Context: an optimization exercise on an open-source flow, tuned for small area and a short achievable clock period. The choices shown serve that exercise and are no tape-out recipe. At most, simulation tests tie the RTL to the original design; equivalence was not proved. Power figures rest on the tool's default switching activity, not on a simulated workload.

job 1642:
==> flow/design.v (excerpt) <==
module alu (
    input      [31: 0] rs1,
    input      [31: 0] rs2,
    input      [ 3: 0] mode,
    input              clk,
    input              reset,
    output reg [31: 0] rd
    );
    wire sub    = mode[3] | (~mode[2] & mode[1]);           
    wire sel_as = (mode[2:0] == 3'b000);                    
    wire sel_lt = (mode[3:1] == 3'b001);                    
    wire sel_sl = (mode == 4'b0001);
    wire sel_sr = (mode[2:0] == 3'b101);                    
    wire sel_x  = (mode == 4'b0100);
    wire sel_o  = (mode == 4'b0110);
    wire sel_a  = (mode == 4'b0111);
    wire [31: 0] b = rs2 ^ {32{sub}};
    wire [32: 0] s = {1'b0, rs1} + {1'b0, b} + {32'b0, sub};
    wire         c32 = s[32];
    wire         lt  = ~c32 ^ (~mode[0] & (rs1[31] ^ rs2[31]));
    wire [31: 0] rs1_rev;
    genvar i;
    generate
        for (i = 0; i < 32; i = i + 1) begin : g_rev
            assign rs1_rev[i] = rs1[31 - i];
        end
    endgenerate
    wire [31: 0] sh_in = mode[2] ? rs1 : rs1_rev;
    wire         fill  = mode[3] & rs1[31];
    wire [31: 0] sr    = $signed({fill, sh_in}) >>> rs2[4:0];
    wire [31: 0] sr_rev;
    generate
        for (i = 0; i < 32; i = i + 1) begin : g_rrev
            assign sr_rev[i] = sr[31 - i];
        end
    endgenerate
    wire [31: 0] logic_out = ({32{sel_x}} & (rs1 ^ rs2)) |
                             ({32{sel_o}} & (rs1 | rs2)) |
                             ({32{sel_a}} & (rs1 & rs2));
    wire [31: 0] result = ({32{sel_as}} & s[31:0]) |
                          ({32{sel_sr}} & sr) |
                          ({32{sel_sl}} & sr_rev) |
                          logic_out |
                          {31'b0, sel_lt & lt};
    always @(posedge clk or posedge reset) begin
        if (reset)
            rd <= 32'b0;
        else
            rd <= result;
    end
endmodule
==> flow/config.mk <==
export PLATFORM = sky130hd
export DESIGN_NAME = alu
export DESIGN_NICKNAME = alu
export VERILOG_FILES = /design/flow/design.v
export SDC_FILE = /design/flow/constraint.sdc
export NUM_CORES = 4
export LEC_CHECK = 0
export CAP_MARGIN = 20
export CORE_MARGIN = 2
export CORE_UTILIZATION = 40
export SETUP_SLACK_MARGIN = 1.0
export SLEW_MARGIN = 20
==> flow/constraint.sdc <==
create_clock -name core_clock -period 5.0 [get_ports {clk}]
set_input_delay 1.0000 -clock core_clock [delete_from_list [all_inputs] [get_ports {clk}]]
set_output_delay 1.0000 -clock core_clock [all_outputs]
set_load 0.01 [all_outputs]
run.sh (not shown) runs the stock make flow with config.mk's settings and CLKGATE_MAP_FILE= SYNTH_SCRIPT=/design/flow/synth_recipe.tcl, a recipe that flattens the netlist after the stock synthesis.
Job 1642 finished all stages; the layout is clean.
### job 1642 -> job 757
Settings: SETUP_SLACK_MARGIN no longer set, was 1.0.
Results
Reported for job 1642 and job 757, number of tap cells added at floorplan turned out identical to the last digit.
Job 757 reached the end of the flow, and the finished layout is clean on the timing, design-rule and antenna checks.
From job 1642 to job 757 the numbers moved as follows: layout-stage area growth over the synthesis result fell by 11 points; number of sinks driven by the clock tree stayed essentially flat.
Job 757 gives more final critical path time including I/O delays and setup than job 1642 did.
Job 1642 reports its start point of the critical path as mode[3] while job 757 reports mode[1].
Per the comparison of job 757 with job 1642, total design power down 9.9%; part of the total power dissipated in the clock network up 2.3 points.
The inputs of job 5382 differ from those of job 757 as listed below.
==> flow/flow/run.sh (new file) <==
#!/bin/bash
# Standard ORFS layout, with plain buf_1 cells as the port buffers.
set -euo pipefail
export BUFFER_PORTS_ARGS="-buffer_cell sky130_fd_sc_hd__buf_1"
bash standard.sh finish > flow_make.log 2>&1
==> flow/standard.sh (new file) <==
#!/bin/bash
# synth_recipe.tcl (not shown) runs the flow's synth.tcl, then flattens the netlist and writes it again
# the make line also repeats each setting of config.mk as NAME=value (left out here)
make -C /OpenROAD-flow-scripts/flow DESIGN_CONFIG=/design/flow/config.mk WORK_HOME=/design/flow/orfs CLKGATE_MAP_FILE= SYNTH_SCRIPT=/design/flow/synth_recipe.tcl "${@:-finish}"
removed: flow/run.sh
- In summary, job 5382 completed successfully, with a layout that passed the timing, design-rule and antenna checks.
- STATUS smallest hold slack: job 5382 loses against job 757
- Delta (job 5382 minus job 757): number of buffers other than clock buffers in the final layout grew by 0.81%; logic gate share of total power grew by 0.6 points; clock buffer count in the final layout grew by 1; count of routing violations after the opening detailed-route iteration grew by about 0.8%; static leakage shrank by 0.00027 uW.
- Worst setup slack ended up 0.072 ns higher on job 5382 than on job 757.
- Summary of job 5382 over job 757: footprint of the multi-input gates stayed essentially flat, combined global-route utilization of all metal layers dropped 0.37 points, total power draw went down by about 9%, relative area of clock buffers and inverters in the final design shows a reduction of 0.26 points.
Function was not checked in any run of this note: the RTL went through the layout flow alone.

north:
alu, a different RTL version from the one above (not shown whole).
Size in the first run: ~620 cells after synthesis, roughly 32 flip-flops, ~100 I/O pins.
// alu
module alu (
    input      [31: 0] rs1,
    input      [31: 0] rs2,
    input      [ 3: 0] mode,
    input              clk,
    input              reset,
    output reg [31: 0] rd
    );
Settings: LEC_CHECK=0, CAP_MARGIN=20, CORE_MARGIN=2, CORE_UTILIZATION=70, SLEW_MARGIN=20; clock period 5.0 ns.
standard.sh (not shown) runs the stock make flow with config.mk's settings and CLKGATE_MAP_FILE= SYNTH_SCRIPT=/design/flow/synth_recipe.tcl, a recipe that flattens the netlist after the stock synthesis.
==> flow/flow/run.sh <==
#!/bin/bash
# Standard ORFS layout, with plain buf_1 cells as the port buffers.
set -euo pipefail
export BUFFER_PORTS_ARGS="-buffer_cell sky130_fd_sc_hd__buf_1"
bash standard.sh finish > flow_make.log 2>&1
### north -> south
- changing CORE_UTILIZATION from 70 to 40
Results
south: PASS, flow complete, no timing, DRC or antenna violations. Cell area after technology mapping: north vs south — no meaningful difference. south vs north: clock power up by more than 10%. Between north and south, final area increased. For first-pass GRT wire length, north and south come out practically identical. Final standard cell count with taps included and fillers excluded was higher in south than in north. Compared with north, in south first-iteration detailed-routing DRC count went down about 30%, largest driver fanout on the critical path has decreased.

[what the ideal ports hide]
The results above use ideal ports. As a check the final layouts listed here were re-extracted and re-timed, cells and wires unchanged.
Step 1, drivers: a clkbuf_16 drives clk and a buf_2 each remaining input, both assumed.
Step 2 moves the port delays by t, midway between the first and last clock arrival at a register: inputs arrive t later, outputs are due t later. That takes back most of the time a late clock gives input paths.
Three values: ideal ports, drivers, drivers and shift; two values: the first two.
run | t (ns) | setup WS [ns] | slew at the worst register clock pin (ns)
job 1642 | 0.297 | 1.126 / 1.140 / 0.843 | 0.05 / 0.05
job 757 | 0.302 | 0.635 / 0.642 / 0.339 | 0.06 / 0.06
job 5382 | 0.297 | 0.707 / 0.719 / 0.421 | 0.05 / 0.05
north | 0.319 | 0.747 / 0.752 / 0.433 | 0.07 / 0.07
south | 0.312 | 0.840 / 0.851 / 0.539 | 0.05 / 0.05
After both steps setup and hold are still met in every run listed. The setup slack of north, which loses most, moves by +0.005 ns with the drivers and by -0.314 ns with both steps.
